Source: an optimization exercise on an open RTL-to-GDS flow (aim: small area and a short achievable clock period). Production flows keep margins and buffers that such runs may drop.
In this exercise RTL edits were held to simulation tests only and were not proved equivalent to the original.
No activity file was given, so power comes from the tool's default toggle rates.

`flow/flow/run.sh`:
```
#!/bin/bash
# The standard layout with two changes: Yosys's full/half adder extraction is off
# (ADDER_MAP_FILE empty) so that ABC maps the whole datapath, and the port buffers
# are buf_1 cells instead of the resizer's default pick.
set -euo pipefail
bash standard.sh ADDER_MAP_FILE= "BUFFER_PORTS_ARGS=-buffer_cell sky130_fd_sc_hd__buf_1" ${EXTRA_MAKE_ARGS:-} finish > flow_make.log 2>&1
```
`flow/standard.sh`:
```
#!/bin/bash
# synth_recipe.tcl (not shown) runs the flow's synth.tcl, then flattens the netlist and writes it again
# the make line also repeats each setting of config.mk as NAME=value (left out here)
make -C /OpenROAD-flow-scripts/flow DESIGN_CONFIG=/design/flow/config.mk WORK_HOME=/design/flow/orfs CLKGATE_MAP_FILE= SYNTH_SCRIPT=/design/flow/synth_recipe.tcl "${@:-finish}"
```
`flow/config.mk`:
```
export PLATFORM = sky130hd
export DESIGN_NAME = ALU
export DESIGN_NICKNAME = ALU
export VERILOG_FILES = /design/flow/design.v
export SDC_FILE = /design/flow/constraint.sdc
export NUM_CORES = 4
export LEC_CHECK = 0
export ABC_AREA = 1
export CAP_MARGIN = 20
export CORE_MARGIN = 2
export CORE_UTILIZATION = 65
export SETUP_SLACK_MARGIN = 5
export SLEW_MARGIN = 20
```
`flow/constraint.sdc`:
```
create_clock -name core_clock -period 11.5 [get_ports {Clk}]
set_input_delay 2.3000 -clock core_clock [delete_from_list [all_inputs] [get_ports {Clk}]]
set_output_delay 2.3000 -clock core_clock [all_outputs]
set_load 0.01 [all_outputs]
```
`flow/design.v`:
```
module ALU
  (input [31:0] ALUA,
    input [31:0] ALUB,
    input [3:0] ALUControl,
    input ALUFlagIn,
    input Clk,
    output reg [31:0] ALUResult,
    output reg [3:0] ALUFlags);
  wire [31:0] A = ALUA, B = ALUB;
  wire [3:0] op = ALUControl;
  wire f = ALUFlagIn;
  wire arith = (op[3:2] == 2'b00);
  wire o_add = (op == 4'h0);
  wire o_sub = (op == 4'h1);
  wire o_inc = (op == 4'h2);
  wire o_dec = (op == 4'h3);
  wire o_and = (op == 4'h4);
  wire o_or  = (op == 4'h5);
  wire o_not = (op == 4'h6);
  wire o_xor = (op == 4'h7);
  wire o_shr = (op == 4'h8);
  wire o_shl = (op == 4'h9);
  wire nt_f = o_not & f, nt_nf = o_not & ~f;
  wire u00 = o_sub | o_dec | o_not;
  wire u01 = o_add | o_dec | o_or | o_xor | nt_nf;
  wire u10 = o_add | o_inc | o_or | o_xor | nt_f;
  wire u11 = o_sub | o_inc | o_and | o_or;
  wire v00 = o_inc | o_dec | o_not;
  wire v01 = o_add | o_sub | o_inc | o_dec | o_or | o_xor | nt_nf;
  wire v10 = o_add | o_sub | o_or | o_xor | nt_f;
  wire v11 = o_and | o_or;
  wire wb1 = o_add | o_dec;
  wire wb0 = o_sub | o_dec;
  wire [31:0] U, W;
  assign U[0] = A[0] ? (B[0] ? v11 : v10) : (B[0] ? v01 : v00);
  assign W[0] = (A[0] & (o_add ? B[0] : (o_sub | o_inc | o_dec))) | (o_sub & ~B[0]);
  genvar q;
  generate
    for (q = 1; q < 32; q = q + 1) begin : lut
      assign U[q] = A[q] ? (B[q] ? u11 : u10) : (B[q] ? u01 : u00);
      assign W[q] = A[q] & (B[q] ? wb1 : wb0);
    end
  endgenerate
  wire cin = f & arith;
  wire [31:0] p = U ^ {W[30:0], 1'b0};
  wire [31:0] t = U | {W[30:0], 1'b0};
  wire [31:0] g = {U[31:1] & W[30:0], U[0] & cin};
  wire g_0_1 = g[1] | (p[1] & g[0]);
  wire p_0_1 = p[1] & p[0];
  wire g_0_3 = g[3] | (p[3] & g[2]);
  wire p_0_3 = p[3] & p[2];
  wire g_0_5 = g[5] | (p[5] & g[4]);
  wire p_0_5 = p[5] & p[4];
  wire g_0_7 = g[7] | (p[7] & g[6]);
  wire p_0_7 = p[7] & p[6];
  wire g_0_9 = g[9] | (p[9] & g[8]);
  wire p_0_9 = p[9] & p[8];
  wire g_0_11 = g[11] | (p[11] & g[10]);
  wire p_0_11 = p[11] & p[10];
  wire g_0_13 = g[13] | (p[13] & g[12]);
  wire p_0_13 = p[13] & p[12];
  wire g_0_15 = g[15] | (p[15] & g[14]);
  wire p_0_15 = p[15] & p[14];
  wire g_0_17 = g[17] | (p[17] & g[16]);
  wire p_0_17 = p[17] & p[16];
  wire g_0_19 = g[19] | (p[19] & g[18]);
  wire p_0_19 = p[19] & p[18];
  wire g_0_21 = g[21] | (p[21] & g[20]);
  wire p_0_21 = p[21] & p[20];
  wire g_0_23 = g[23] | (p[23] & g[22]);
  wire p_0_23 = p[23] & p[22];
  wire g_0_25 = g[25] | (p[25] & g[24]);
  wire p_0_25 = p[25] & p[24];
  wire g_0_27 = g[27] | (p[27] & g[26]);
  wire p_0_27 = p[27] & p[26];
  wire g_0_29 = g[29] | (p[29] & g[28]);
  wire p_0_29 = p[29] & p[28];
  wire g_0_31 = g[31] | (p[31] & g[30]);
  wire p_0_31 = p[31] & p[30];
  wire g_1_3 = g_0_3 | (p_0_3 & g_0_1);
  wire p_1_3 = p_0_3 & p_0_1;
  wire g_1_7 = g_0_7 | (p_0_7 & g_0_5);
  wire p_1_7 = p_0_7 & p_0_5;
  wire g_1_11 = g_0_11 | (p_0_11 & g_0_9);
  wire p_1_11 = p_0_11 & p_0_9;
  wire g_1_15 = g_0_15 | (p_0_15 & g_0_13);
  wire p_1_15 = p_0_15 & p_0_13;
  wire g_1_19 = g_0_19 | (p_0_19 & g_0_17);
  wire p_1_19 = p_0_19 & p_0_17;
  wire g_1_23 = g_0_23 | (p_0_23 & g_0_21);
  wire p_1_23 = p_0_23 & p_0_21;
  wire g_1_27 = g_0_27 | (p_0_27 & g_0_25);
  wire p_1_27 = p_0_27 & p_0_25;
  wire g_1_31 = g_0_31 | (p_0_31 & g_0_29);
  wire p_1_31 = p_0_31 & p_0_29;
  wire g_2_7 = g_1_7 | (p_1_7 & g_1_3);
  wire p_2_7 = p_1_7 & p_1_3;
  wire g_2_15 = g_1_15 | (p_1_15 & g_1_11);
  wire p_2_15 = p_1_15 & p_1_11;
  wire g_2_23 = g_1_23 | (p_1_23 & g_1_19);
  wire p_2_23 = p_1_23 & p_1_19;
  wire g_2_31 = g_1_31 | (p_1_31 & g_1_27);
  wire p_2_31 = p_1_31 & p_1_27;
  wire g_3_15 = g_2_15 | (p_2_15 & g_2_7);
  wire p_3_15 = p_2_15 & p_2_7;
  wire g_3_31 = g_2_31 | (p_2_31 & g_2_23);
  wire p_3_31 = p_2_31 & p_2_23;
  wire g_4_31 = g_3_31 | (p_3_31 & g_3_15);
  wire p_4_31 = p_3_31 & p_3_15;
  wire g_6_23 = g_2_23 | (p_2_23 & g_3_15);
  wire p_6_23 = p_2_23 & p_3_15;
  wire g_7_11 = g_1_11 | (p_1_11 & g_2_7);
  wire p_7_11 = p_1_11 & p_2_7;
  wire g_7_19 = g_1_19 | (p_1_19 & g_3_15);
  wire p_7_19 = p_1_19 & p_3_15;
  wire g_7_27 = g_1_27 | (p_1_27 & g_6_23);
  wire p_7_27 = p_1_27 & p_6_23;
  wire g_8_5 = g_0_5 | (p_0_5 & g_1_3);
  wire p_8_5 = p_0_5 & p_1_3;
  wire g_8_9 = g_0_9 | (p_0_9 & g_2_7);
  wire p_8_9 = p_0_9 & p_2_7;
  wire g_8_13 = g_0_13 | (p_0_13 & g_7_11);
  wire p_8_13 = p_0_13 & p_7_11;
  wire g_8_17 = g_0_17 | (p_0_17 & g_3_15);
  wire p_8_17 = p_0_17 & p_3_15;
  wire g_8_21 = g_0_21 | (p_0_21 & g_7_19);
  wire p_8_21 = p_0_21 & p_7_19;
  wire g_8_25 = g_0_25 | (p_0_25 & g_6_23);
  wire p_8_25 = p_0_25 & p_6_23;
  wire g_8_29 = g_0_29 | (p_0_29 & g_7_27);
  wire p_8_29 = p_0_29 & p_7_27;
  wire g_9_2 = g[2] | (p[2] & g_0_1);
  wire p_9_2 = p[2] & p_0_1;
  wire g_9_4 = g[4] | (p[4] & g_1_3);
  wire p_9_4 = p[4] & p_1_3;
  wire g_9_6 = g[6] | (p[6] & g_8_5);
  wire p_9_6 = p[6] & p_8_5;
  wire g_9_8 = g[8] | (p[8] & g_2_7);
  wire p_9_8 = p[8] & p_2_7;
  wire g_9_10 = g[10] | (p[10] & g_8_9);
  wire p_9_10 = p[10] & p_8_9;
  wire g_9_12 = g[12] | (p[12] & g_7_11);
  wire p_9_12 = p[12] & p_7_11;
  wire g_9_14 = g[14] | (p[14] & g_8_13);
  wire p_9_14 = p[14] & p_8_13;
  wire g_9_16 = g[16] | (p[16] & g_3_15);
  wire p_9_16 = p[16] & p_3_15;
  wire g_9_18 = g[18] | (p[18] & g_8_17);
  wire p_9_18 = p[18] & p_8_17;
  wire g_9_20 = g[20] | (p[20] & g_7_19);
  wire p_9_20 = p[20] & p_7_19;
  wire g_9_22 = g[22] | (p[22] & g_8_21);
  wire p_9_22 = p[22] & p_8_21;
  wire g_9_24 = g[24] | (p[24] & g_6_23);
  wire p_9_24 = p[24] & p_6_23;
  wire g_9_26 = g[26] | (p[26] & g_8_25);
  wire p_9_26 = p[26] & p_8_25;
  wire g_9_28 = g[28] | (p[28] & g_7_27);
  wire p_9_28 = p[28] & p_7_27;
  wire g_9_30 = g[30] | (p[30] & g_8_29);
  wire p_9_30 = p[30] & p_8_29;
  wire [32:0] c;
  assign c[0] = cin;
  assign c[1] = g[0];
  assign c[2] = g_0_1;
  assign c[3] = g_9_2;
  assign c[4] = g_1_3;
  assign c[5] = g_9_4;
  assign c[6] = g_8_5;
  assign c[7] = g_9_6;
  assign c[8] = g_2_7;
  assign c[9] = g_9_8;
  assign c[10] = g_8_9;
  assign c[11] = g_9_10;
  assign c[12] = g_7_11;
  assign c[13] = g_9_12;
  assign c[14] = g_8_13;
  assign c[15] = g_9_14;
  assign c[16] = g_3_15;
  assign c[17] = g_9_16;
  assign c[18] = g_8_17;
  assign c[19] = g_9_18;
  assign c[20] = g_7_19;
  assign c[21] = g_9_20;
  assign c[22] = g_8_21;
  assign c[23] = g_9_22;
  assign c[24] = g_6_23;
  assign c[25] = g_9_24;
  assign c[26] = g_8_25;
  assign c[27] = g_9_26;
  assign c[28] = g_7_27;
  assign c[29] = g_9_28;
  assign c[30] = g_8_29;
  assign c[31] = g_9_30;
  assign c[32] = g_4_31;
  wire [31:0] sum = p ^ c[31:0];
  wire v32 = c[32] ^ W[31];      
  wire zsum = ~(p[0] ^ cin) & (&(~(p[31:1] ^ t[30:0])));
  function [31:0] rev(input [31:0] x);
    integer k;
    for (k = 0; k < 32; k = k + 1) rev[k] = x[31-k];
  endfunction
  wire big = |B[31:5];
  wire [4:0] n = B[4:0];
  wire [31:0] X = op[0] ? rev(A) : A;
  wire [31:0] s0 = n[0] ? {f, X[31:1]} : X;
  wire [31:0] s1 = n[1] ? {{2{f}}, s0[31:2]} : s0;
  wire [31:0] s2 = n[2] ? {{4{f}}, s1[31:4]} : s1;
  wire [31:0] s3 = n[3] ? {{8{f}}, s2[31:8]} : s2;
  wire [31:0] s4 = n[4] ? {{16{f}}, s3[31:16]} : s3;
  wire fb = f & (op[0] | ((n == 5'd0) & (B[31:6] == 26'd0)));
  wire sflag = ~big & A[~n];
  wire shop = o_shr | o_shl;
  wire esr = o_shr & ~big;
  wire esl = o_shl & ~big;
  wire ef = shop & big & fb;
  wire [31:0] R = sum | ({32{esr}} & s4) | ({32{esl}} & rev(s4)) | {32{ef}};
  wire zsh = big ? ~fb : ~|s4;
  wire bz = ~|B;
  wire az = ~|A;
  wire [3:0] F;
  assign F[3] = (o_sub & (v32 ^ bz)) | (o_dec & v32);
  assign F[2] = ((o_add | o_inc) & v32) | (shop & sflag);
  assign F[1] = shop ? zsh : (zsum & ~op[3]);
  assign F[0] = (o_sub & ~bz & (~v32 | (f & zsum))) | (o_dec & az);
  always @(posedge Clk) begin
    ALUResult <= R;
    ALUFlags <= F;
  end
endmodule
```
==> impl_metrics.toml, run 1 <==
[logic_synthesis]
synth.net_count = 1464
synth_top_area_share = 0.207
synth_warn = 1
post_synth_edffs = 0
async_set_or_reset_flop_fraction_in_the_synthesized_netlist = 0
synth-seq-area-share = 0.0976
syn_inst = 1394
yosys_most_used_dff = "sky130_fd_sc_hd__dfxtp_1"
post_synth_num_cell_types = 55
ys_top_cells_by_area = "sky130_fd_sc_hd__nand2_1, sky130_fd_sc_hd__o21ai_0, sky130_fd_sc_hd__dfxtp_1"
synthMostInstantiatedCell = "sky130_fd_sc_hd__nand2_1"
synthesis.area_sq_mm = 0.00739
ys_ff_latch = 36
yosys.area.top_type = "sky130_fd_sc_hd__nand2_1"
syn-mean-instance-area_sq_um = 5.30
synth.cells.most_frequent = "sky130_fd_sc_hd__nand2_1, sky130_fd_sc_hd__o21ai_0, sky130_fd_sc_hd__inv_1"

[sta]
worstMarginPinSlew_ns = 1.01
timing_limited_maximum_frequency_ghz = 0.170
final_min_period_over_clock_period = 0.511
setup-tns-final_ns = 0
count_of_final_hold_check_violations = 0
setup_viol = 0
grt_setup_unrepaired = "false"
final_number_of_max_transition_violations = 0
timing.slew.headroom = 0.316
fin_crit_ns = 5.88

[die]
chipHeight_um = 111
die-area_sq_mm = 0.0122
floorplan.initialDensity = 0.673
placeableCoreArea_sq_mm = 0.0110
top_level_ports = 106
floorplan.die.width_um = 111
placement_rows = 38

[route]
antenna_nets_post_route = 0
post-route-drc-count = 0
vias_per_cell = 6.58
via_count = 10503
drt_iter0_drc = 1887
detail_route.wirelength_um = 31000
route.detailed.wl_per_inst_um = 19.4
detailedRoute.firstPassIterationCount = 9

[grt]
wire_length_of_the_first_global_routing_pass_um = 48200
global_route.overflow_total = 0
global_route.usage.total = 0.491
grt_max_degree = 71
grt_pass1_vias = 9255
antenna_found_initial = 0

[clock_tree]
clkSlewWorstSetupHoldPaths_ns = 0.07
tritoncts = "built"
cts_made_buffers = 5
post-cts-setup-buffers = 0
cts_resized = 0
htreeDepth = 2
cts_buffer_depth = 2
clock-root-buffer = "sky130_fd_sc_hd__clkbuf_16"
cts_num_sinks = 36
cts_hold_buf = 0

[pwr]
vdd.ir_drop.worst_uv = 98.9
power-per-cell-area_mw_per_mm2 = 89.2
power.static_leakage_nw = 3.86

[worst_setup_path]
worst_ep_required_time_ns = 11.73
critPathTopFamily = "simple AND/OR/NAND/NOR gates"
critPathBufInv = 4
cp_cell_sequence = "clkbuf_2, buf_4, inv_4, nand2_2, nand3_4, nand3_4, nor2_1, o22ai_1, nor2_1, inv_2, nand2_1, a22o_1, nor2_1, nand2_1, nor2_1, nand2_1, nor2_1, nand3_1, nand3_1, nand2_1, nand2_1"
crit_slowest_cell = "sky130_fd_sc_hd__o22ai_1"
setup.worst_path.end_class = "flop"
crit_path_max_incr_delay_ns = 0.50
critical_path_class = "input pin to flop"
worst_setup_path_start_kind = "input pin"
worst-path-max-fanout = 70
worstPathArrival_ns = 6.12

[status]
outcome = "complete, no violations"

[cells_and_area]
finalNonFillerCells = 1595
layout.nets = 1524
layout-drive-gt1-share = 0.0653
num_antenna_cells = 0
layout-area-overhead-vs-synth_pct = 6.42

[placement]
port_buffers = 105
dp.cells = 1587
gp_congestion = 1.17
detailedPlacementHpwl_um = 24300

[hold_path]
holdCritPathClass = "input pin to flop"

[run]
drv_cap = 0
## cell usage in the layout (no fill, tap or decap), drive strengths merged, types with 28 or more instances in the layout
cell type    n
nor2       104
o21ai      180
nand3      101
nand2      434
mux2i       28
nand4       29
dfxtp       36
o211ai      42
buf        114
a21oi       88
inv        159
## through the flow
| step | hold WS [ns] | total power, W | cell area, sq um | setup WS (ns) | util |
|---|---|---|---|---|---|
| 3_3_place_gp | 2.68 | 0.000535 | 7720 | 5.77 | 0.703 |
| 6_report | 2.47 | 0.000701 | 7860 | 5.62 | 0.716 |
| 2_1_floorplan | 2.46 | 0.000421 | 7390 | 6.98 | - |
| 4_1_cts | 2.44 | 0.000677 | 7860 | 5.97 | 0.716 |
| 5_1_grt | 2.48 | 0.000739 | 7860 | 5.49 | 0.716 |
| 3_5_place_dp | 2.68 | 0.000539 | 7720 | 5.68 | 0.703 |
## where the power goes
group	total, W	switching, W	leakage, nW	internal (W)
sequential	0.000153	0.00000622	0.302	0.000147
combinational	0.000406	0.000289	3.49	0.000117
clock	0.000141	0.0000613	0.0736	0.0000801
total	0.000701	0.000357	3.86	0.000344
## path summary, 6_finish.rpt
path	slack (ns)	endpoint	depth (start not counted)	from
setup / recovery	5.62	ALUFlags[0]$_DFF_P_	21	ALUControl[0]
hold / removal	2.47	ALUFlags[0]$_DFF_P_	3	ALUControl[1]
## worst min-delay path, cell delays in order
cell and delay, ns:
sky130_fd_sc_hd__buf_1 0.19, sky130_fd_sc_hd__nand4_1 0.15, sky130_fd_sc_hd__nand2_1 0.07
## sequential cells by signal (all words and copies together), names as in the netlist
name	cells
ALUFlags	4
ALUResult	32
## cells by family (layout without fill, tap and decap cells)
group / Yosys count / count (layout) / share of synthesized area
DFF: 36 / 36 / 0.0976
muxes: 28 / 28 / 0.0379
xor gates and xnor gates: 14 / 14 / 0.0166
buffers and inverters: 225 / 286 / 0.126
AOI/OAI and AO/OA: 369 / 369 / 0.288
and+or+nand+nor: 722 / 722 / 0.434
## cell type report
class / count / area [sq um]
Clock buffer: 5 / 125
Clock inverter: 3 / 18.8
Fill cell: 1066 / 3120
Inverter: 163 / 614
Multi-Input combinational cell: 1133 / 5740
Sequential cell: 36 / 721
Tap cell: 140 / 175
Timing Repair Buffer: 115 / 470
## per-layer routing
metal	part of all wire	vias up	track usage
li1	-	4822	-
met1	0.36	4561	0.628
met2	0.41	928	0.739
met3	0.16	192	0.143
met4	0.076	0	0.273
met5	0	-	0
==> inputs of run 2 (changes only) <==
--- a/flow/config.mk
+++ b/flow/config.mk
@@ -9,5 +9,5 @@
 export CAP_MARGIN = 20
 export CORE_MARGIN = 2
-export CORE_UTILIZATION = 65
+export CORE_UTILIZATION = 40
 export SETUP_SLACK_MARGIN = 5
 export SLEW_MARGIN = 20
==> run 2 against run 1 <==
Compared with the run above:
- still clean on timing, DRC and antenna
- maximum frequency is 0.82% lower
- combinational power is 2% higher
- via count shrank 4.5%
- sequential share of layout area is 0.14 points lower
- synthesized cell count did not move
- cell area increased by 1.5%
==> impl_metrics.toml, run 2 <==
[status]
outcome = "complete, no violations"

[route]
drt_iter0_drc = 1246
detail_route.wirelength_um = 34400
antenna_nets_post_route = 0
post-route-drc-count = 0
met3_length_um = 3260
vias_per_cell = 5.96
via_count = 10034
routedLengthMet1_um = 14200
route.met2.wl_um = 14700
detailedRoute.firstPassIterationCount = 6
route.detailed.wl_per_inst_um = 20.4
top_signal_layer_used = "met4"

[logic_synthesis]
synthMostInstantiatedCell = "sky130_fd_sc_hd__nand2_1"
syn_inst = 1394
syn-mean-instance-area_sq_um = 5.30
synth_warn = 1
post_synth_num_cell_types = 55
synth.net_count = 1464
synth-seq-area-share = 0.0976
synth_top_area_share = 0.207
post_synth_edffs = 0
async_set_or_reset_flop_fraction_in_the_synthesized_netlist = 0
synthesis.area_sq_mm = 0.00739
ys_ff_latch = 36
yosys.area.top_type = "sky130_fd_sc_hd__nand2_1"
ys_top_cells_by_area = "sky130_fd_sc_hd__nand2_1, sky130_fd_sc_hd__o21ai_0, sky130_fd_sc_hd__dfxtp_1"
synth.cells.most_frequent = "sky130_fd_sc_hd__nand2_1, sky130_fd_sc_hd__o21ai_0, sky130_fd_sc_hd__inv_1"
yosys_most_used_dff = "sky130_fd_sc_hd__dfxtp_1"

[pwr]
seq_power_share = 0.216
power_frac_clock = 0.201
power.static_leakage_nw = 3.86
vdd.ir_drop.worst_uv = 58.8
netSwitchingPower_w = 0.000358
internal-power_w = 0.000351
combPwrFrac = 0.583
swShare = 0.505
power-per-cell-area_mw_per_mm2 = 88.8

[sta]
final_min_period_over_clock_period = 0.516
worstMarginPinSlew_ns = 1.05
timing_limited_maximum_frequency_ghz = 0.169
final_number_of_max_transition_violations = 0
grt_setup_unrepaired = "false"
fin_crit_ns = 5.93
count_of_final_hold_check_violations = 0
setup-tns-final_ns = 0
setup_viol = 0
timing.slew.headroom = 0.300

[cells_and_area]
fin_area_sq_mm = 0.00798
largest_registers = "ALUResult x32, ALUFlags x4"
largest_register_ffs = 32
sequential_cell_area_sq_um = 721
largest-register = "ALUResult"
layout-drive-gt1-share = 0.0653
multi_input_comb_area_sq_mm = 0.00574
num_antenna_cells = 0
mostFrequentLayoutCell = "sky130_fd_sc_hd__nand2_1"
nFillCells = 2113
layout-area-overhead-vs-synth_pct = 8.03
mostFrequentLayoutCells = "sky130_fd_sc_hd__nand2_1, sky130_fd_sc_hd__o21ai_0, sky130_fd_sc_hd__inv_1, sky130_fd_sc_hd__buf_1"
layout.nets = 1524
finalNonFillerCells = 1684

[worst_setup_path]
crit_path_max_incr_delay_ns = 0.51
setup.worst_path.end_class = "flop"
worst_setup_path_start_kind = "input pin"
crit_slowest_cell = "sky130_fd_sc_hd__buf_4"
worst_ep_required_time_ns = 11.64
cp_common_cell = "sky130_fd_sc_hd__nand2_1"
cp_cell_sequence = "clkbuf_2, buf_4, nand2_2, nand3_4, nand3_4, o21ai_0, nand2_1, nand2_1, nand2_1, nor2_1, nand3_1, nor2_1, nand2_1, nand2_2, nand2_2, nand2_4, nand2_2, nand2_2, nand2_1, nand2_1, nand2_1, nand2_1, o211ai_1"
critPathBufInv = 2
critPathTopFamily = "simple AND/OR/NAND/NOR gates"
worstPathArrival_ns = 6.07
critical_path_class = "input pin to flop"
worst-path-max-fanout = 70

[die]
floorplan.die.width_um = 140
floorplan.initialDensity = 0.410
die-area_sq_mm = 0.0196
placement_rows = 49
chipHeight_um = 140
placeableCoreArea_sq_mm = 0.0180
top_level_ports = 106

[grt]
grt_max_degree = 71
wire_length_of_the_first_global_routing_pass_um = 52300
grt_pass1_vias = 9048
antenna_found_initial = 0
global_route.usage.total = 0.345
global_route.overflow_total = 0

[placement]
port_buffers = 105
detailedPlacementHpwl_um = 28000
gp_congestion = 1.05
postPlaceCellArea_sq_mm = 0.00783
dp.cells = 1676

[clock_tree]
cts_buffer_depth = 2
clock-root-buffer = "sky130_fd_sc_hd__clkbuf_16"
clkSlewWorstSetupHoldPaths_ns = 0.06
cts_hold_buf = 0
cts_resized = 0
tritoncts = "built"
post-cts-setup-buffers = 0
cts_num_sinks = 36
cts_made_buffers = 5
htreeDepth = 2

[run]
drv_cap = 0

[hold_path]
holdCritPathClass = "input pin to flop"
==> run 2: cell counts after synthesis <==
No cell type changed its count.
==> run 2: final timing paths <==
path	from	to	slack, ns	cells past startpoint
hold / removal	ALUB[5]	ALUFlags[3]$_DFF_P_	2.55	4
setup / recovery	ALUControl[0]	ALUResult[30]$_DFF_P_	5.57	23
==> run 2: power groups by stage <==
| stage | combinational [W] | clock [W] | sequential (W) |
|---|---|---|---|
| final | 0.000413 | 0.000143 | 0.000153 |
| after global routing | 0.000450 | 0.000150 | 0.000155 |
| after CTS | 0.000402 | 0.000145 | 0.000153 |
| after detailed placement | 0.000400 | 0 | 0.000156 |
| after global placement | 0.000400 | 0 | 0.000155 |
| after floorplan | 0.000254 | 0 | 0.000167 |
==> run 2: tightest hold or removal path: stages <==
cell and delay, ns:
sky130_fd_sc_hd__buf_1 0.22, sky130_fd_sc_hd__nor2_1 0.12, sky130_fd_sc_hd__nand3_1 0.09, sky130_fd_sc_hd__nand2_1 0.05
==> run 2: cell families (layout without fill, tap and decap cells) <==
| group | Yosys count | after routing | synth area share |
|---|---|---|---|
| DFF | 36 | 36 | 0.0976 |
| buffers and inverters | 225 | 286 | 0.126 |
| muxes | 28 | 28 | 0.0379 |
| AOI/OAI and AO/OA | 369 | 369 | 0.288 |
| and+or+nand+nor | 722 | 722 | 0.434 |
| xor gates and xnor gates | 14 | 14 | 0.0166 |
==> run 2: cell type report <==
cell class,instances,share of cell area
Inverter,163,0.0770
Multi-Input combinational cell,1133,0.719
Sequential cell,36,0.0903
Clock inverter,1,0.000941
Timing Repair Buffer,115,0.0591
Tap cell,229,0.0359
Clock buffer,7,0.0179
==> run 2: metal layers <==
layer	track usage	up-vias
met5	0	-
met4	0.174	0
met3	0.0639	125
met2	0.546	602
met1	0.449	4492
li1	-	4815
==> run 2: per-stage QoR <==
stage	hold WS, ns	total power, W	util	worst slack (ns)
floorplan	2.46	0.000421	-	6.98
global placement	2.69	0.000555	0.434	5.46
detailed placement	2.69	0.000556	0.434	5.40
CTS	2.55	0.000699	0.443	5.69
global route	2.58	0.000755	0.443	5.24
finish	2.55	0.000708	0.443	5.57
==> inputs of run 3 (changes only) <==
==> flow/run.sh (new file) <==
#!/bin/bash
# synth_recipe.tcl (not shown) runs the flow's synth.tcl, then flattens the netlist and writes it again
# the make line also repeats each setting of config.mk as NAME=value (left out here)
make -C /OpenROAD-flow-scripts/flow DESIGN_CONFIG=/design/flow/config.mk WORK_HOME=/design/flow/orfs CLKGATE_MAP_FILE= SYNTH_SCRIPT=/design/flow/synth_recipe.tcl finish
--- a/flow/config.mk
+++ b/flow/config.mk
@@ -9,5 +9,5 @@
 export CAP_MARGIN = 20
 export CORE_MARGIN = 2
-export CORE_UTILIZATION = 40
+export CORE_UTILIZATION = 65
 export SETUP_SLACK_MARGIN = 5
 export SLEW_MARGIN = 20
removed: flow/flow/run.sh
removed: flow/standard.sh
==> run 3 against run 2 <==
Compared with the run above:
- clock power is essentially flat
- wire length shrank 1.4%
- highest routed layer unchanged
- still clean on timing, DRC and antenna
- critical path type unchanged
- maximum frequency shrank 6.8%
- count of clock-buffer cells in the layout shrank 2
- worst hold slack lost 0.040 ns
- sequential share of layout area shrank 1.4 points
- cell area grew 19%
- via count grew 8.9%
- global-route usage grew 16 points
- utilization grew 35 points
- sequential cell count is the same
==> impl_metrics.toml, run 3 <==
[status]
outcome = "complete, no violations"

[placement]
port_buffers = 105
place_worst_setup_slack_ns = 3.33
gp_congestion = 1.11
detailedPlacementHpwl_um = 25100
dp.cells = 1618

[route]
detail_route.wirelength_um = 34000
drt_iter0_drc = 1931
route.detailed.wl_per_inst_um = 20.6
post-route-drc-count = 0
via_count = 10923
detailedRoute.firstPassIterationCount = 8
vias_per_cell = 6.64
antenna_nets_post_route = 0

[worst_setup_path]
worstPathArrival_ns = 6.50
critical_path.endpoint = "ALUResult[31]$_DFF_P_"
worst_ep_required_time_ns = 11.64
worst-path-max-fanout = 16
setup.worst_path.start = "ALUB[3]"
worst_setup_path_start_kind = "input pin"
critical_path_class = "input pin to flop"
setup.worst_path.end_class = "flop"

[logic_synthesis]
synth_warn = 1
yosys_most_used_dff = "sky130_fd_sc_hd__dfxtp_1"
syn-mean-instance-area_sq_um = 5.56
syn_inst = 1424
synthMostInstantiatedCell = "sky130_fd_sc_hd__nand2_1"
post_synth_edffs = 0
synth_top_area_share = 0.152
ys_ff_latch = 36
synthesis.area_sq_mm = 0.00792
synth.net_count = 1572
synth-seq-area-share = 0.0910
synth.cells.most_frequent = "sky130_fd_sc_hd__nand2_1, sky130_fd_sc_hd__nand3_1, sky130_fd_sc_hd__inv_1"
yosys.area.top_type = "sky130_fd_sc_hd__nand3_1"
async_set_or_reset_flop_fraction_in_the_synthesized_netlist = 0
ys_top_cells_by_area = "sky130_fd_sc_hd__nand3_1, sky130_fd_sc_hd__nand2_1, sky130_fd_sc_hd__ha_1"
post_synth_num_cell_types = 44

[sta]
final_min_period_over_clock_period = 0.553
grt_setup_unrepaired = "false"
final_number_of_max_transition_violations = 0
timing_limited_maximum_frequency_ghz = 0.157
worstMarginPinSlew_ns = 0.881
setup-tns-final_ns = 0
fin_crit_ns = 6.36
setup_viol = 0
count_of_final_hold_check_violations = 0
finalWorstSetupSlack_ns = 5.14
timing.slew.headroom = 0.412

[clock_tree]
clkSlewWorstSetupHoldPaths_ns = 0.07
htreeDepth = 2
cts_made_buffers = 5
tritoncts = "built"
cts_num_sinks = 36
cts_hold_buf = 0
cts_buffer_depth = 2
clock-root-buffer = "sky130_fd_sc_hd__clkbuf_16"

[grt]
grt_max_degree = 57
grt_pass1_vias = 9554
global_route.usage.total = 0.501
global_route.overflow_total = 0
wire_length_of_the_first_global_routing_pass_um = 51000
antenna_found_initial = 0

[pwr]
swShare = 0.472
power.static_leakage_nw = 4.54
internal-power_w = 0.000435
power_frac_clock = 0.173
power-per-cell-area_mw_per_mm2 = 86.7
vdd.ir_drop.worst_uv = 62.4
seq_power_share = 0.196
fin_total_pwr_w = 0.000824
netSwitchingPower_w = 0.000389
combPwrFrac = 0.631

[cells_and_area]
finalNonFillerCells = 1645
num_antenna_cells = 0
largest_register_ffs = 32
nFillCells = 940
multi_input_comb_area_sq_mm = 0.00628
largest_registers = "ALUResult x32, ALUFlags x4"
largest-register = "ALUResult"
mostFrequentLayoutCell = "sky130_fd_sc_hd__nand2_1"
mostFrequentLayoutCells = "sky130_fd_sc_hd__nand2_1, sky130_fd_sc_hd__nand3_1, sky130_fd_sc_hd__inv_1, sky130_fd_sc_hd__nor2_1, sky130_fd_sc_hd__clkdlybuf4s50_1"
layout-drive-gt1-share = 0.0521
layout-area-overhead-vs-synth_pct = 19.9
sequential_cell_area_sq_um = 721
layout.nets = 1645

[die]
floorplan.initialDensity = 0.662
placeableCoreArea_sq_mm = 0.0120
chipHeight_um = 114
top_level_ports = 106
die-area_sq_mm = 0.0131
floorplan.die.width_um = 114
placement_rows = 40

[hold_path]
holdCritPathClass = "input pin to flop"

[run]
drv_cap = 0
[run 3: changes by cell type in the layout (fill, tap and decap cells not counted), moves of 20 or more]
cell / change
sky130_fd_sc_hd__a21oi_1: -25
sky130_fd_sc_hd__buf_1: -103
sky130_fd_sc_hd__clkdlybuf4s50_1: +99
sky130_fd_sc_hd__ha_1: +61
sky130_fd_sc_hd__inv_1: +43
sky130_fd_sc_hd__mux2i_1: -28
sky130_fd_sc_hd__nand2_1: -95
sky130_fd_sc_hd__nand2_2: -21
sky130_fd_sc_hd__nand3_1: +144
sky130_fd_sc_hd__nand4_1: +23
sky130_fd_sc_hd__nor2_1: +69
sky130_fd_sc_hd__nor3_1: +20
sky130_fd_sc_hd__o21ai_0: -130
[run 3: logic make-up (layout without fill, tap and decap cells)]
| logic type | count (synthesis) | count (layout) | share of synthesized area |
|---|---|---|---|
| buffers and inverters | 269 | 341 | 0.136 |
| DFF | 36 | 36 | 0.0910 |
| AOI/OAI and AO/OA | 189 | 189 | 0.149 |
| xor gates and xnor gates | 23 | 23 | 0.0254 |
| and+or+nand+nor | 829 | 831 | 0.460 |
| adders and majority gates | 78 | 78 | 0.138 |
[run 3: how the worst min path moves through the flow]
stage / endpoint / from / cells past startpoint
2_1_floorplan: ALUFlags[3]$_DFF_P_ / ALUB[5] / 3
3_5_place_dp: ALUResult[3] / ALUResult[3]$_DFF_P_ / 1
4_1_cts: ALUFlags[3]$_DFF_P_ / ALUB[5] / 4
3_3_place_gp: ALUResult[3] / ALUResult[3]$_DFF_P_ / 1
6_report: ALUFlags[3]$_DFF_P_ / ALUControl[1] / 4
5_1_grt: ALUFlags[3]$_DFF_P_ / ALUControl[1] / 4
[run 3: through the flow]
stage,instance area [sq um],utilization,hold WS [ns]
finish,9500,0.794,2.51
global route,9500,0.794,2.55
CTS,9250,0.774,2.81
detailed placement,8920,0.746,3.03
global placement,8920,0.746,3.03
floorplan,7920,-,2.49
[run 3: power by group through the flow]
stage | clock network (W) | registers, W | logic (W)
CTS | 0.000138 | 0.000161 | 0.000482
global placement | 0 | 0.000163 | 0.000458
floorplan | 0 | 0.000176 | 0.000272
detailed placement | 0 | 0.000164 | 0.000467
finish | 0.000143 | 0.000161 | 0.000520
global route | 0.000144 | 0.000163 | 0.000554
[run 3: layout make-up]
cell class,count,share of cell area
multi-input combinational,1121,0.662
clock inverter,3,0.00198
sequential,36,0.0759
clock buffer,5,0.0132
inverter,199,0.0809
tap,147,0.0194
timing repair buffer,133,0.146
timing repair inverter,1,0.000527
[run 3: timing repair]
action,CTS,global route
pin swaps,4,2
cloned,2,5
endpoints found under the setup margin,32,23
hold endpoints to repair,0,0
setup buffers,9,3
resized for setup,27,26
[run 3: worst max-delay path, stage by stage]
cell and delay [ns]:
sky130_fd_sc_hd__dlymetal6s2s_1 0.66, sky130_fd_sc_hd__clkinvlp_4 0.62, sky130_fd_sc_hd__nor2_1 0.20, sky130_fd_sc_hd__inv_1 0.06, sky130_fd_sc_hd__a32oi_2 0.22, sky130_fd_sc_hd__buf_4 0.15, sky130_fd_sc_hd__buf_4 0.10, sky130_fd_sc_hd__buf_4 0.10
sky130_fd_sc_hd__ha_1 0.13, sky130_fd_sc_hd__inv_1 0.04, sky130_fd_sc_hd__nand3_1 0.09, sky130_fd_sc_hd__nand3_1 0.07, sky130_fd_sc_hd__nand2_1 0.11, sky130_fd_sc_hd__nand2_1 0.07, sky130_fd_sc_hd__nand2_1 0.13, sky130_fd_sc_hd__nand2_1 0.09
sky130_fd_sc_hd__nand2_2 0.14, sky130_fd_sc_hd__a21oi_2 0.11, sky130_fd_sc_hd__o21bai_1 0.21, sky130_fd_sc_hd__a31oi_1 0.16, sky130_fd_sc_hd__fa_1 0.46, sky130_fd_sc_hd__xor2_1 0.16, sky130_fd_sc_hd__nand4_1 0.11
[run 3: layer usage]
| metal | share of wire | track usage |
|---|---|---|
| met3 | 0.15 | 0.155 |
| met5 | 0 | 0 |
| met2 | 0.41 | 0.757 |
| met1 | 0.35 | 0.630 |
| met4 | 0.087 | 0.285 |
==> inputs of run 4 (changes only) <==
==> flow/flow/run.sh (new file) <==
#!/bin/bash
# The standard layout (standard.sh) with these make settings on top of config.mk:
#  - ADDER_MAP_FILE empty: no Yosys full/half adder extraction, so ABC maps the whole datapath;
#  - port buffers are buf_1 cells instead of the resizer's default pick;
set -euo pipefail
bash standard.sh ADDER_MAP_FILE= "BUFFER_PORTS_ARGS=-buffer_cell sky130_fd_sc_hd__buf_1" SETUP_SLACK_MARGIN=6 finish > flow_make.log 2>&1
==> flow/standard.sh (new file) <==
#!/bin/bash
# synth_recipe.tcl (not shown) runs the flow's synth.tcl, then flattens the netlist and writes it again
# the make line also repeats each setting of config.mk as NAME=value (left out here)
make -C /OpenROAD-flow-scripts/flow DESIGN_CONFIG=/design/flow/config.mk WORK_HOME=/design/flow/orfs CLKGATE_MAP_FILE= SYNTH_SCRIPT=/design/flow/synth_recipe.tcl "${@:-finish}"
removed: flow/run.sh
==> run 4 against run 3 <==
Compared with the run above:
- total power is 14% lower
- maximum frequency is 19% higher
- wire length decreased by 7.2%
- critical path depth shrank 4
- sequential power shrank 5%
- global-route usage down 0.87 points
- clock power is essentially flat
- utilization fell by 7.0 points
- critical endpoint is now ALUResult[25]$_DFF_P_
==> impl_metrics.toml, run 4 <==
[logic_synthesis]
muxShareOfSynthArea = 0.0379
syn-mean-instance-area_sq_um = 5.30
yosys_most_used_dff = "sky130_fd_sc_hd__dfxtp_1"
synthAdderAreaFrac = 0
ys_ff_latch = 36
post_synthesis_compound_gate_area_fraction = 0.288
synthesis.area_sq_mm = 0.00739
synth_top_area_share = 0.207
synth.net_count = 1464
synth_top_family_by_area = "simple AND/OR/NAND/NOR gates"
synthSimpleGateAreaFrac = 0.434
synth-seq-area-share = 0.0976
syn_inst = 1394
async_set_or_reset_flop_fraction_in_the_synthesized_netlist = 0
synth_warn = 1
synth.cells.most_frequent = "sky130_fd_sc_hd__nand2_1, sky130_fd_sc_hd__o21ai_0, sky130_fd_sc_hd__inv_1"
post_synth_num_cell_types = 55
yosys.area.top_type = "sky130_fd_sc_hd__nand2_1"
synth_area_in_xor_xnor = 0.0166
post_synth_edffs = 0
ys_top_cells_by_area = "sky130_fd_sc_hd__nand2_1, sky130_fd_sc_hd__o21ai_0, sky130_fd_sc_hd__dfxtp_1"
synthMostInstantiatedCell = "sky130_fd_sc_hd__nand2_1"

[clock_tree]
cts_hold_buf = 0
clock-root-buffer = "sky130_fd_sc_hd__clkbuf_16"
cts_buffer_depth = 2
clkSlewWorstSetupHoldPaths_ns = 0.07
tritoncts = "built"
cts_num_sinks = 36
cts_made_buffers = 5
htreeDepth = 2

[hold_path]
hold_path_end = "ALUFlags[0]$_DFF_P_"
hold_start = "ALUControl[1]"
holdCritPathClass = "input pin to flop"
hold_path_depth = 3

[worst_setup_path]
crit_path_max_incr_delay_ns = 0.39
critPathTopFamily = "simple AND/OR/NAND/NOR gates"
cp_common_cell = "sky130_fd_sc_hd__nand2_2"
critPathBufInv = 3
worstPathArrival_ns = 5.58
worst-path-max-fanout = 70
worst_setup_path_start_kind = "input pin"
critical_path_class = "input pin to flop"
worst_ep_required_time_ns = 11.73
crit_slowest_cell = "sky130_fd_sc_hd__xor2_1"
setup.worst_path.end_class = "flop"
cp_cell_sequence = "clkbuf_2, buf_12, inv_4, nand2_2, nand3_4, nand3_4, o21ai_1, nand3_1, nand2_2, nor2_1, a21oi_1, nand2_1, nand2_1, nand2_2, nand2_2, nand2_4, a21boi_1, xor2_1, or2_1"

[die]
die-area_sq_mm = 0.0122
floorplan.initialDensity = 0.673
top_level_ports = 106
chipHeight_um = 111
placement_rows = 38
placeableCoreArea_sq_mm = 0.0110
floorplan.die.width_um = 111

[grt]
grt_max_degree = 71
wire_length_of_the_first_global_routing_pass_um = 48300
global_route.overflow_total = 0
global_route.usage.total = 0.492
antenna_found_initial = 0
grt_pass1_vias = 9236
top_usage_layer = "met2"
gr-usage-met1 = 0.631
grt_util_met2 = 0.746
grtUsageMet3 = 0.140

[cells_and_area]
mostFrequentLayoutCells = "sky130_fd_sc_hd__nand2_1, sky130_fd_sc_hd__o21ai_0, sky130_fd_sc_hd__inv_1, sky130_fd_sc_hd__buf_1"
num_antenna_cells = 0
layout-drive-gt1-share = 0.0713
mostFrequentLayoutCell = "sky130_fd_sc_hd__nand2_1"
largest_registers = "ALUResult x32, ALUFlags x4"
largest_register_ffs = 32
nFillCells = 1047
layout-area-overhead-vs-synth_pct = 7.67
layout.nets = 1528
largest-register = "ALUResult"

[route]
via_count = 10625
drt_iter0_drc = 2016
vias_per_cell = 6.64
detail_route.wirelength_um = 31500
route.detailed.wl_per_inst_um = 19.7
detailedRoute.firstPassIterationCount = 9
antenna_nets_post_route = 0
post-route-drc-count = 0

[placement]
port_buffers = 105
gp_congestion = 1.17
detailedPlacementHpwl_um = 24300
place_worst_setup_slack_ns = 5.68

[sta]
finalWorstSetupSlack_ns = 6.15
timing_limited_maximum_frequency_ghz = 0.187
final_min_period_over_clock_period = 0.466
setup_viol = 0
grt_setup_unrepaired = "true"
fin_crit_ns = 5.35
final_number_of_max_transition_violations = 0
timing.slew.headroom = 0.300
worstMarginPinSlew_ns = 1.04
setup-tns-final_ns = 0
count_of_final_hold_check_violations = 0

[pwr]
power-per-cell-area_mw_per_mm2 = 88.7
vdd.ir_drop.worst_uv = 99.5
power.static_leakage_nw = 3.90

[status]
outcome = "complete, no violations"

[run]
drv_cap = 0
run 4: power breakdown:
part           switching (W)  total [W]  internal [W]  leakage, nW
sequential        0.00000616   0.000153      0.000147        0.302
combinational       0.000292   0.000411      0.000119         3.52
clock              0.0000611   0.000141     0.0000801       0.0736
total               0.000359   0.000705      0.000346         3.90
run 4: logic make-up after synthesis:
family,Yosys count
DFF,36
xor gates and xnor gates,14
AOI/OAI and AO/OA,369
and+or+nand+nor,722
muxes,28
buffers and inverters,225
run 4: how the worst max path moves through the flow:
| stage | depth (start not counted) | endpoint | slack [ns] | startpoint |
|---|---|---|---|---|
| CTS | 23 | ALUResult[23]$_DFF_P_ | 6.11 | ALUControl[0] |
| global route | 26 | ALUResult[23]$_DFF_P_ | 5.98 | ALUControl[1] |
| floorplan | 23 | ALUResult[31]$_DFF_P_ | 6.98 | ALUControl[0] |
| finish | 19 | ALUResult[25]$_DFF_P_ | 6.15 | ALUControl[0] |
| global placement | 23 | ALUFlags[0]$_DFF_P_ | 5.77 | ALUControl[0] |
| detailed placement | 25 | ALUResult[23]$_DFF_P_ | 5.68 | ALUControl[0] |
run 4: final cells by class:
class | instances | area, sq um | area share
multi-input combinational | 1135 | 5790 | 0.728
clock buffer | 5 | 125 | 0.0157
inverter | 163 | 621 | 0.0780
clock inverter | 3 | 18.8 | 0.00236
tap | 140 | 175 | 0.0220
sequential | 36 | 721 | 0.0906
timing repair buffer | 117 | 499 | 0.0628
run 4: per-stage QoR:
stage / power (W) / hold WS [ns] / util / cell area, sq um / cells
finish: 0.000705 / 2.46 / 0.724 / 7950 / 1599
global route: 0.000744 / 2.48 / 0.724 / 7950 / 1599
CTS: 0.000678 / 2.44 / 0.716 / 7870 / 1595
detailed placement: 0.000539 / 2.68 / 0.703 / 7720 / 1587
global placement: 0.000535 / 2.68 / 0.703 / 7720 / 1587
floorplan: 0.000421 / 2.46 / - / 7390 / 1394
run 4: routing by layer:
layer / routed length (um) / vias to the layer above / part of all wire
met5: 0 / - / 0
met4: 2720 / 0 / 0.086
met3: 4960 / 246 / 0.16
met2: 12600 / 965 / 0.40
met1: 11200 / 4586 / 0.36
li1: - / 4828 / -
run 4: what timing repair did:
item,CTS,global route
pin swaps,0,2
setup endpoints to repair,1,26
buffers inserted,0,2
gates resized for setup,1,13
gates cloned,0,2
==> inputs of run 5 (changes only) <==
--- a/flow/config.mk
+++ b/flow/config.mk
@@ -10,4 +10,5 @@
 export CORE_MARGIN = 2
 export CORE_UTILIZATION = 65
+export CTS_BUF_LIST = sky130_fd_sc_hd__clkbuf_8
 export SETUP_SLACK_MARGIN = 5
 export SLEW_MARGIN = 20
==> run 5 against run 4 <==
Compared with the run above:
- sequential cell count did not move
- synthesized cell count did not move
- sequential share of layout area rose by 0.063 points
- maximum frequency fell by 1.0%
- total power fell by 5.9%
- global-route usage barely moved
- critical path type unchanged
- critical endpoint is now ALUResult[21]$_DFF_P_
- largest cell class unchanged
- highest routed layer unchanged
==> impl_metrics.toml, run 5 <==
[status]
outcome = "complete, no violations"

[route]
vias_per_cell = 6.59
detailedRoute.firstPassIterationCount = 10
post-route-drc-count = 0
antenna_nets_post_route = 0
via_count = 10539
detail_route.wirelength_um = 31300
route.detailed.wl_per_inst_um = 19.6
drt_iter0_drc = 1991

[pwr]
vdd.ir_drop.worst_uv = 85.3
fin_total_pwr_w = 0.000664
power.static_leakage_nw = 3.88
power-per-cell-area_mw_per_mm2 = 84.0

[sta]
final_min_period_over_clock_period = 0.470
grt_setup_unrepaired = "false"
finalWorstSetupSlack_ns = 6.09
count_of_final_hold_check_violations = 0
setup-tns-final_ns = 0
final_number_of_max_transition_violations = 0
timing_limited_maximum_frequency_ghz = 0.185
fin_crit_ns = 5.41
setup_viol = 0
worstMarginPinSlew_ns = 1.08
timing.slew.headroom = 0.274

[worst_setup_path]
critPathTopFamily = "simple AND/OR/NAND/NOR gates"
worst_setup_path_start_kind = "input pin"
crit_slowest_cell = "sky130_fd_sc_hd__nor4_1"
setup.worst_path.end_class = "flop"
crit_path_max_incr_delay_ns = 0.64
worst_ep_required_time_ns = 11.67
critical_path_class = "input pin to flop"
cp_cell_sequence = "buf_1, inv_1, nand4_1, nor3_1, inv_1, nor4_1, nor2_1, nand2_1, clkinvlp_4, a221oi_1, nand3_1"
cp_common_cell = "sky130_fd_sc_hd__inv_1"
critPathBufInv = 4
worstPathArrival_ns = 5.58
worst-path-max-fanout = 27

[grt]
grt_max_degree = 71
global_route.usage.total = 0.492
grt_pass1_vias = 9226
grt_util_met2 = 0.735
grtUsageMet3 = 0.147
antenna_found_initial = 2
gr-usage-met1 = 0.627
top_usage_layer = "met2"
global_route.overflow_total = 0
wire_length_of_the_first_global_routing_pass_um = 48200

[clock_tree]
cts_num_sinks = 36
clock-root-buffer = "sky130_fd_sc_hd__clkbuf_8"
tritoncts = "built"
cts_made_buffers = 5
htreeDepth = 2
clkSlewWorstSetupHoldPaths_ns = 0.10
cts_buffer_depth = 2

[logic_synthesis]
synth.net_count = 1464
muxShareOfSynthArea = 0.0379
synthSimpleGateAreaFrac = 0.434
synth_area_in_xor_xnor = 0.0166
yosys.area.top_type = "sky130_fd_sc_hd__nand2_1"
post_synthesis_compound_gate_area_fraction = 0.288
synthesis.area_sq_mm = 0.00739
syn-mean-instance-area_sq_um = 5.30
ys_ff_latch = 36
synthMostInstantiatedCell = "sky130_fd_sc_hd__nand2_1"
async_set_or_reset_flop_fraction_in_the_synthesized_netlist = 0
synth.cells.most_frequent = "sky130_fd_sc_hd__nand2_1, sky130_fd_sc_hd__o21ai_0, sky130_fd_sc_hd__inv_1"
synthAdderAreaFrac = 0
synth_top_area_share = 0.207
post_synth_edffs = 0
synth_top_family_by_area = "simple AND/OR/NAND/NOR gates"
yosys_most_used_dff = "sky130_fd_sc_hd__dfxtp_1"
ys_top_cells_by_area = "sky130_fd_sc_hd__nand2_1, sky130_fd_sc_hd__o21ai_0, sky130_fd_sc_hd__dfxtp_1"
syn_inst = 1394
synth-seq-area-share = 0.0976
synth_warn = 1
post_synth_num_cell_types = 55

[die]
chipHeight_um = 111
placement_rows = 38
floorplan.initialDensity = 0.673
die-area_sq_mm = 0.0122
placeableCoreArea_sq_mm = 0.0110
top_level_ports = 106
floorplan.die.width_um = 111

[cells_and_area]
largest-register = "ALUResult"
mostFrequentLayoutCell = "sky130_fd_sc_hd__nand2_1"
layout.nets = 1529
multi_input_comb_area_sq_mm = 0.00579
largest_registers = "ALUResult x32, ALUFlags x4"
largest_register_ffs = 32
layout-drive-gt1-share = 0.0712
mostFrequentLayoutCells = "sky130_fd_sc_hd__nand2_1, sky130_fd_sc_hd__o21ai_0, sky130_fd_sc_hd__inv_1, sky130_fd_sc_hd__buf_1"
nFillCells = 1062
sequential_cell_area_sq_um = 721
num_antenna_cells = 0
finish.utilization = 0.719
finalNonFillerCells = 1600
layout-area-overhead-vs-synth_pct = 6.93

[placement]
dp.cells = 1587
gp_congestion = 1.17
place_worst_setup_slack_ns = 5.68
port_buffers = 105
detailedPlacementHpwl_um = 24300

[hold_path]
holdCritPathClass = "input pin to flop"

[run]
drv_cap = 0
-- run 5: routing by layer --
| metal | vias up | share of wire |
|---|---|---|
| met1 | 4534 | 0.36 |
| met5 | - | 0 |
| met3 | 232 | 0.15 |
| li1 | 4841 | - |
| met4 | 0 | 0.083 |
| met2 | 932 | 0.40 |
-- run 5: kinds of logic after synthesis --
| family | count (synthesis) |
|---|---|
| xor+xnor | 14 |
| compound gates | 369 |
| mux | 28 |
| simple gates | 722 |
| buf+inv | 225 |
| flops | 36 |
-- run 5: through the flow --
stage          hold WS (ns)  cell area, sq um
2_1_floorplan          2.46              7390
3_3_place_gp           2.68              7720
3_5_place_dp           2.68              7720
4_1_cts                2.41              7810
5_1_grt                2.45              7900
6_report               2.43              7900
-- run 5: power by group --
part / switching (W) / internal [W] / leakage [nW]
Clock: 0.0000574 / 0.0000424 / 0.0479
Combinational: 0.000292 / 0.000119 / 3.53
Sequential: 0.00000627 / 0.000147 / 0.302
-- run 5: path summary, 6_finish.rpt --
check | end | cells after the start | from | slack, ns
setup / recovery | ALUResult[21]$_DFF_P_ | 11 | ALUB[10] | 6.09
hold / removal | ALUFlags[0]$_DFF_P_ | 3 | ALUControl[1] | 2.43
-- run 5: cell type report --
| cell class | count | share of cell area |
|---|---|---|
| inverters | 163 | 0.0786 |
| well taps | 140 | 0.0222 |
| clock buffers | 5 | 0.00871 |
| multi-input cells | 1135 | 0.733 |
| repair buffers | 118 | 0.0642 |
| flip-flops and latches | 36 | 0.0912 |
| clock inverters | 3 | 0.00238 |
-- run 5: timing repair --
item,CTS,global route
gates resized for setup,1,11
pin swaps,0,4
hold endpoints to repair,0,0
buffers inserted,0,3
gates cloned,0,2
hold buffers,0,0
setup endpoints to repair,1,26
==> inputs of run 6 (changes only) <==
==> flow/flow/run.sh (replaced) <==
#!/bin/bash
# The standard layout (standard.sh) with these make settings on top of config.mk:
#  - ADDER_MAP_FILE empty: no Yosys full/half adder extraction, so ABC maps the whole datapath;
#  - port buffers are buf_1 cells instead of the resizer's default pick;
set -euo pipefail
bash standard.sh ADDER_MAP_FILE= "BUFFER_PORTS_ARGS=-buffer_cell sky130_fd_sc_hd__buf_1" SETUP_SLACK_MARGIN=6.2 finish > flow_make.log 2>&1
--- a/flow/config.mk
+++ b/flow/config.mk
@@ -10,5 +10,4 @@
 export CORE_MARGIN = 2
 export CORE_UTILIZATION = 65
-export CTS_BUF_LIST = sky130_fd_sc_hd__clkbuf_8
 export SETUP_SLACK_MARGIN = 5
 export SLEW_MARGIN = 20
==> run 6 against run 5 <==
Compared with the run above:
- sequential share of layout area down 0.28 points
- critical endpoint unchanged
- final cell count up 0.75%
- critical path type unchanged
- clock power up 43%
- first-iteration DRC count increased by 2.5%
- cell area rose by 3.2%
==> impl_metrics.toml, run 6 <==
[sta]
worstMarginPinSlew_ns = 1.14
setup_viol = 0
final_number_of_max_transition_violations = 0
finalHoldWorstSlack_ns = 2.41
count_of_final_hold_check_violations = 0
setup-tns-final_ns = 0
fin_crit_ns = 5.30
final_min_period_over_clock_period = 0.461
timing_limited_maximum_frequency_ghz = 0.189
grt_setup_unrepaired = "false"
timing.slew.headroom = 0.232

[pwr]
netSwitchingPower_w = 0.000366
power_frac_clock = 0.199
vdd.ir_drop.worst_uv = 99.4
internal-power_w = 0.000352
seq_power_share = 0.213
fin_total_pwr_w = 0.000718
power-per-cell-area_mw_per_mm2 = 88.1
power.static_leakage_nw = 4.00
combPwrFrac = 0.587
swShare = 0.510

[logic_synthesis]
synth.cells.most_frequent = "sky130_fd_sc_hd__nand2_1, sky130_fd_sc_hd__o21ai_0, sky130_fd_sc_hd__inv_1"
ys_ff_latch = 36
syn_inst = 1394
post_synth_edffs = 0
yosys_most_used_dff = "sky130_fd_sc_hd__dfxtp_1"
synthMostInstantiatedCell = "sky130_fd_sc_hd__nand2_1"
synth_top_area_share = 0.207
post_synth_num_cell_types = 55
ys_top_cells_by_area = "sky130_fd_sc_hd__nand2_1, sky130_fd_sc_hd__o21ai_0, sky130_fd_sc_hd__dfxtp_1"
synthesis.area_sq_mm = 0.00739
synth-seq-area-share = 0.0976
synth.net_count = 1464
async_set_or_reset_flop_fraction_in_the_synthesized_netlist = 0
syn-mean-instance-area_sq_um = 5.30
yosys.area.top_type = "sky130_fd_sc_hd__nand2_1"
synth_warn = 1

[grt]
global_route.usage.total = 0.495
global_route.overflow_total = 0
grt_max_degree = 71
antenna_found_initial = 0
wire_length_of_the_first_global_routing_pass_um = 48700
grt_pass1_vias = 9281

[status]
outcome = "complete, no violations"

[die]
placeableCoreArea_sq_mm = 0.0110
die-area_sq_mm = 0.0122
top_level_ports = 106
placement_rows = 38
floorplan.initialDensity = 0.673
floorplan.die.width_um = 111
chipHeight_um = 111

[route]
drt_iter0_drc = 2040
detailedRoute.firstPassIterationCount = 8
route.detailed.wl_per_inst_um = 20.1
antenna_nets_post_route = 0
post-route-drc-count = 0
via_count = 10773
vias_per_cell = 6.68
detail_route.wirelength_um = 32400

[worst_setup_path]
worst_ep_required_time_ns = 11.65
cp_num_cells = 11
critPathTopFamily = "simple AND/OR/NAND/NOR gates"
cp_cell_sequence = "buf_1, inv_1, nand4_1, nor3_1, inv_1, nor4_2, nor2_1, nand2_1, clkinvlp_4, a221oi_1, nand3_1"
critPathBufInv = 4
setup.worst_path.end_class = "flop"
cp_common_cell = "sky130_fd_sc_hd__inv_1"
worst_setup_path_start_kind = "input pin"
crit_slowest_cell = "sky130_fd_sc_hd__a221oi_1"
worst-path-max-fanout = 27
worstPathArrival_ns = 5.45
crit_path_max_incr_delay_ns = 0.67
critical_path_class = "input pin to flop"

[placement]
port_buffers = 105
detailedPlacementHpwl_um = 24300
postPlaceCellArea_sq_mm = 0.00772
gp_congestion = 1.17
dp.cells = 1587

[clock_tree]
cts_made_buffers = 5
htreeDepth = 2
clock-root-buffer = "sky130_fd_sc_hd__clkbuf_16"
clkSlewWorstSetupHoldPaths_ns = 0.07
cts_num_sinks = 36
tritoncts = "built"
cts_buffer_depth = 2

[cells_and_area]
layout-drive-gt1-share = 0.0876
finalNonFillerCells = 1612
largest-register = "ALUResult"
fin_area_sq_mm = 0.00815
num_antenna_cells = 0
layout.nets = 1541
nFillCells = 1024
mostFrequentLayoutCell = "sky130_fd_sc_hd__nand2_1"
largest_registers = "ALUResult x32, ALUFlags x4"
mostFrequentLayoutCells = "sky130_fd_sc_hd__nand2_1, sky130_fd_sc_hd__o21ai_0, sky130_fd_sc_hd__inv_1, sky130_fd_sc_hd__buf_1, sky130_fd_sc_hd__nor2_1"
layout-area-overhead-vs-synth_pct = 10.3
largest_register_ffs = 32

[hold_path]
holdCritPathClass = "input pin to flop"
hold_path_depth = 3

[run]
drv_cap = 0
==> run 6: cell types whose count changed in the layout (fill, tap and decap cells not counted), moves of 2 or more <==
cell	change
sky130_fd_sc_hd__nand2_2	+6
sky130_fd_sc_hd__clkbuf_8	-5
sky130_fd_sc_hd__nand2_8	+2
sky130_fd_sc_hd__nand3_1	-2
sky130_fd_sc_hd__nand3_2	+2
sky130_fd_sc_hd__buf_4	+8
sky130_fd_sc_hd__nand2_1	-6
sky130_fd_sc_hd__clkbuf_16	+7
sky130_fd_sc_hd__buf_1	-2
sky130_fd_sc_hd__clkbuf_2	+2
==> run 6: cells by family (layout without fill, tap and decap cells) <==
group	Yosys count	in the layout	synth area share
compound gates	369	369	0.288
xor+xnor	14	14	0.0166
buf+inv	225	300	0.126
simple gates	722	725	0.434
mux	28	28	0.0379
flops	36	36	0.0976
==> run 6: power by group through the flow <==
stage	Clock [W]	Sequential, W	Combinational (W)
floorplan	0	0.000167	0.000254
finish	0.000143	0.000153	0.000422
CTS	0.000139	0.000153	0.000387
global route	0.000146	0.000155	0.000453
global placement	0	0.000156	0.000379
detailed placement	0	0.000156	0.000384
==> run 6: timing repair <==
action,CTS,global route
buffers inserted,0,12
gates cloned,1,4
hold endpoints to repair,0,0
hold buffers,0,0
gates resized for setup,2,26
setup endpoints to repair,24,34
pin swaps,1,7
==> run 6: cell type report <==
class / instances / area [sq um] / share of cell area
flip-flops and latches: 36 / 721 / 0.0884
clock inverters: 3 / 18.8 / 0.00230
inverters: 163 / 621 / 0.0761
well taps: 140 / 175 / 0.0215
repair buffers: 129 / 631 / 0.0774
clock buffers: 5 / 125 / 0.0153
multi-input cells: 1136 / 5860 / 0.719
==> run 6: layer usage <==
| layer | up-vias | track usage | part of all wire |
|---|---|---|---|
| met3 | 264 | 0.153 | 0.16 |
| met4 | 0 | 0.270 | 0.087 |
| met2 | 1014 | 0.745 | 0.40 |
| li1 | 4867 | - | - |
| met1 | 4628 | 0.630 | 0.35 |
| met5 | - | 0 | 0 |
==> run 6: through the flow <==
step           setup slack [ns]   util
2_1_floorplan              6.98      -
3_5_place_dp               5.68  0.703
3_3_place_gp               5.77  0.703
5_1_grt                    6.15  0.742
6_report                   6.20  0.742
4_1_cts                    6.24  0.717
==> run 6: worst paths after layout <==
path	to	slack, ns	from
max	ALUResult[21]$_DFF_P_	6.20	ALUB[10]
min	ALUFlags[0]$_DFF_P_	2.41	ALUControl[1]
==> inputs of run 7 (changes only) <==
==> flow/flow/run.sh (replaced) <==
#!/bin/bash
# The standard layout (standard.sh) with these make settings on top of config.mk:
#  - ADDER_MAP_FILE empty: no Yosys full/half adder extraction, so ABC maps the whole datapath;
#  - port buffers are buf_1 cells instead of the resizer's default pick;
#  - SKIP_GATE_CLONING=1: repair timing does not clone gates.
set -euo pipefail
bash standard.sh ADDER_MAP_FILE= "BUFFER_PORTS_ARGS=-buffer_cell sky130_fd_sc_hd__buf_1" SETUP_SLACK_MARGIN=6.2 SKIP_GATE_CLONING=1 finish > flow_make.log 2>&1
==> run 7 against run 6 <==
Compared with the run above:
- still clean on timing, DRC and antenna
- worst setup slack better by 0.011 ns
- total power down 0.99%
- global-route usage about the same
- maximum frequency up 0.20%
- largest power group unchanged
- highest routed layer unchanged
==> impl_metrics.toml, run 7 <==
[status]
outcome = "complete, no violations"

[grt]
gr-usage-met1 = 0.630
grt_pass1_vias = 9286
grt_max_degree = 71
top_usage_layer = "met2"
global_route.overflow_total = 0
antenna_found_initial = 0
wire_length_of_the_first_global_routing_pass_um = 48500
global_route.usage.total = 0.495
grt_util_met2 = 0.754
grtUsageMet3 = 0.146

[worst_setup_path]
cp_num_cells = 11
worst-path-max-fanout = 27
critPathBufInv = 4
worst_ep_required_time_ns = 11.65
cp_common_cell = "sky130_fd_sc_hd__inv_1"
crit_path_max_incr_delay_ns = 0.67
critical_path_class = "input pin to flop"
worstPathArrival_ns = 5.44
crit_slowest_cell = "sky130_fd_sc_hd__a221oi_1"
worst_setup_path_start_kind = "input pin"
setup.worst_path.end_class = "flop"
critPathTopFamily = "simple AND/OR/NAND/NOR gates"
cp_cell_sequence = "buf_1, inv_1, nand4_1, nor3_1, inv_1, nor4_2, nor2_1, nand2_1, clkinvlp_4, a221oi_1, nand3_1"

[sta]
final_number_of_max_transition_violations = 0
count_of_final_hold_check_violations = 0
worstMarginPinSlew_ns = 1.16
setup-tns-final_ns = 0
grt_setup_unrepaired = "false"
final_min_period_over_clock_period = 0.460
timing.slew.headroom = 0.220
fin_crit_ns = 5.29
timing_limited_maximum_frequency_ghz = 0.189
setup_viol = 0

[route]
drt_iter0_drc = 1970
post-route-drc-count = 0
route.detailed.wl_per_inst_um = 19.7
antenna_nets_post_route = 0
detail_route.wirelength_um = 31700
via_count = 10679
detailedRoute.firstPassIterationCount = 7
vias_per_cell = 6.64

[run]
drv_cap = 0

[cells_and_area]
finish.utilization = 0.735
largest-register = "ALUResult"
multi_input_comb_area_sq_mm = 0.00578
largest_registers = "ALUResult x32, ALUFlags x4"
layout-drive-gt1-share = 0.0796
largest_register_ffs = 32
sequential_cell_area_sq_um = 721
nFillCells = 1030
fin_area_sq_mm = 0.00807
finalNonFillerCells = 1609
mostFrequentLayoutCell = "sky130_fd_sc_hd__nand2_1"
layout-area-overhead-vs-synth_pct = 9.21
layout.nets = 1538
num_antenna_cells = 0
mostFrequentLayoutCells = "sky130_fd_sc_hd__nand2_1, sky130_fd_sc_hd__o21ai_0, sky130_fd_sc_hd__inv_1, sky130_fd_sc_hd__buf_1"

[pwr]
fin_total_pwr_w = 0.000711
netSwitchingPower_w = 0.000361
seq_power_share = 0.216
internal-power_w = 0.000350
power-per-cell-area_mw_per_mm2 = 88.1
vdd.ir_drop.worst_uv = 99.3
combPwrFrac = 0.586
power_frac_clock = 0.198
power.static_leakage_nw = 3.96
swShare = 0.507

[clock_tree]
clkSlewWorstSetupHoldPaths_ns = 0.07
clock-root-buffer = "sky130_fd_sc_hd__clkbuf_16"
htreeDepth = 2
cts_made_buffers = 5
cts_num_sinks = 36
tritoncts = "built"
cts_hold_buf = 0
cts_buffer_depth = 2

[die]
chipHeight_um = 111
die-area_sq_mm = 0.0122
top_level_ports = 106
placeableCoreArea_sq_mm = 0.0110
floorplan.die.width_um = 111
placement_rows = 38
floorplan.initialDensity = 0.673

[hold_path]
hold_start = "ALUControl[1]"
hold_path_end = "ALUFlags[0]$_DFF_P_"
holdCritPathClass = "input pin to flop"
hold_path_depth = 3

[logic_synthesis]
yosys.area.top_type = "sky130_fd_sc_hd__nand2_1"
synthMostInstantiatedCell = "sky130_fd_sc_hd__nand2_1"
synth.net_count = 1464
synth.cells.most_frequent = "sky130_fd_sc_hd__nand2_1, sky130_fd_sc_hd__o21ai_0, sky130_fd_sc_hd__inv_1"
synth_top_area_share = 0.207
async_set_or_reset_flop_fraction_in_the_synthesized_netlist = 0
ys_top_cells_by_area = "sky130_fd_sc_hd__nand2_1, sky130_fd_sc_hd__o21ai_0, sky130_fd_sc_hd__dfxtp_1"
yosys_most_used_dff = "sky130_fd_sc_hd__dfxtp_1"
post_synth_num_cell_types = 55
ys_ff_latch = 36
syn-mean-instance-area_sq_um = 5.30
synthesis.area_sq_mm = 0.00739
post_synth_edffs = 0
synth_warn = 1
syn_inst = 1394
synth-seq-area-share = 0.0976

[placement]
detailedPlacementHpwl_um = 24300
gp_congestion = 1.17
port_buffers = 105
dp.cells = 1587
postPlaceCellArea_sq_mm = 0.00772
==> run 7: changes by cell type in the layout (fill, tap and decap cells not counted), sizes merged <==
cell | previous run | this run
nand2 | 435 | 434
clkbuf | 11 | 9
buf | 123 | 125
nand3 | 103 | 101
==> run 7: per-stage QoR <==
stage          hold slack [ns]  setup WS [ns]
2_1_floorplan             2.46           6.98
3_3_place_gp              2.68           5.77
3_5_place_dp              2.68           5.68
4_1_cts                   2.44           6.24
5_1_grt                   2.43           6.19
6_report                  2.41           6.21
==> run 7: worst min-delay path, cell delays in order <==
cell and delay, ns:
sky130_fd_sc_hd__clkbuf_2 0.15, sky130_fd_sc_hd__nand4_1 0.12, sky130_fd_sc_hd__nand2_1 0.07
==> run 7: power groups by stage <==
stage,registers (W),logic (W),clock network [W]
floorplan,0.000167,0.000254,0
CTS,0.000153,0.000388,0.000139
detailed placement,0.000156,0.000384,0
global placement,0.000156,0.000379,0
finish,0.000153,0.000417,0.000141
global route,0.000155,0.000448,0.000146
==> run 7: worst max path at each step <==
stage	to	slack, ns	startpoint
after floorplan	ALUResult[31]$_DFF_P_	6.98	ALUControl[0]
after global placement	ALUFlags[0]$_DFF_P_	5.77	ALUControl[0]
after detailed placement	ALUResult[23]$_DFF_P_	5.68	ALUControl[0]
after CTS	ALUResult[27]$_DFF_P_	6.24	ALUB[10]
after global routing	ALUResult[30]$_DFF_P_	6.19	ALUControl[0]
final	ALUResult[21]$_DFF_P_	6.21	ALUB[10]
==> run 7: logic make-up (layout without fill, tap and decap cells) <==
| family | count (synthesis) | in the layout | synth area share |
|---|---|---|---|
| AO/OA/AOI/OAI | 369 | 369 | 0.288 |
| XOR/XNOR | 14 | 14 | 0.0166 |
| buffers and inverters | 225 | 300 | 0.126 |
| flip-flops | 36 | 36 | 0.0976 |
| multiplexers | 28 | 28 | 0.0379 |
| AND/OR/NAND/NOR | 722 | 722 | 0.434 |
==> run 7: layout make-up <==
class | count | area share
Timing Repair Buffer | 129 | 0.0772
Inverter | 163 | 0.0772
Sequential cell | 36 | 0.0893
Clock buffer | 5 | 0.0155
Multi-Input combinational cell | 1133 | 0.717
Tap cell | 140 | 0.0217
Clock inverter | 3 | 0.00233
==> run 7: metal layers <==
layer,up-vias,share of wire
met2,985,0.41
met5,-,0
li1,4855,-
met3,244,0.16
met1,4595,0.35
met4,0,0.082
==> run 7: repair_timing <==
action | CTS | global route
buffers inserted | 3 | 11
gates resized for setup | 2 | 16
pin swaps | 1 | 5
endpoints found under the setup margin | 24 | 34

Setup slack of run 7, layout unchanged: 6.212 ns with ideal ports, 6.227 ns with driving cells assumed (clock clkbuf_16, inputs buf_2), 5.905 ns with port delays also shifted by the 0.322 ns mid clock arrival.
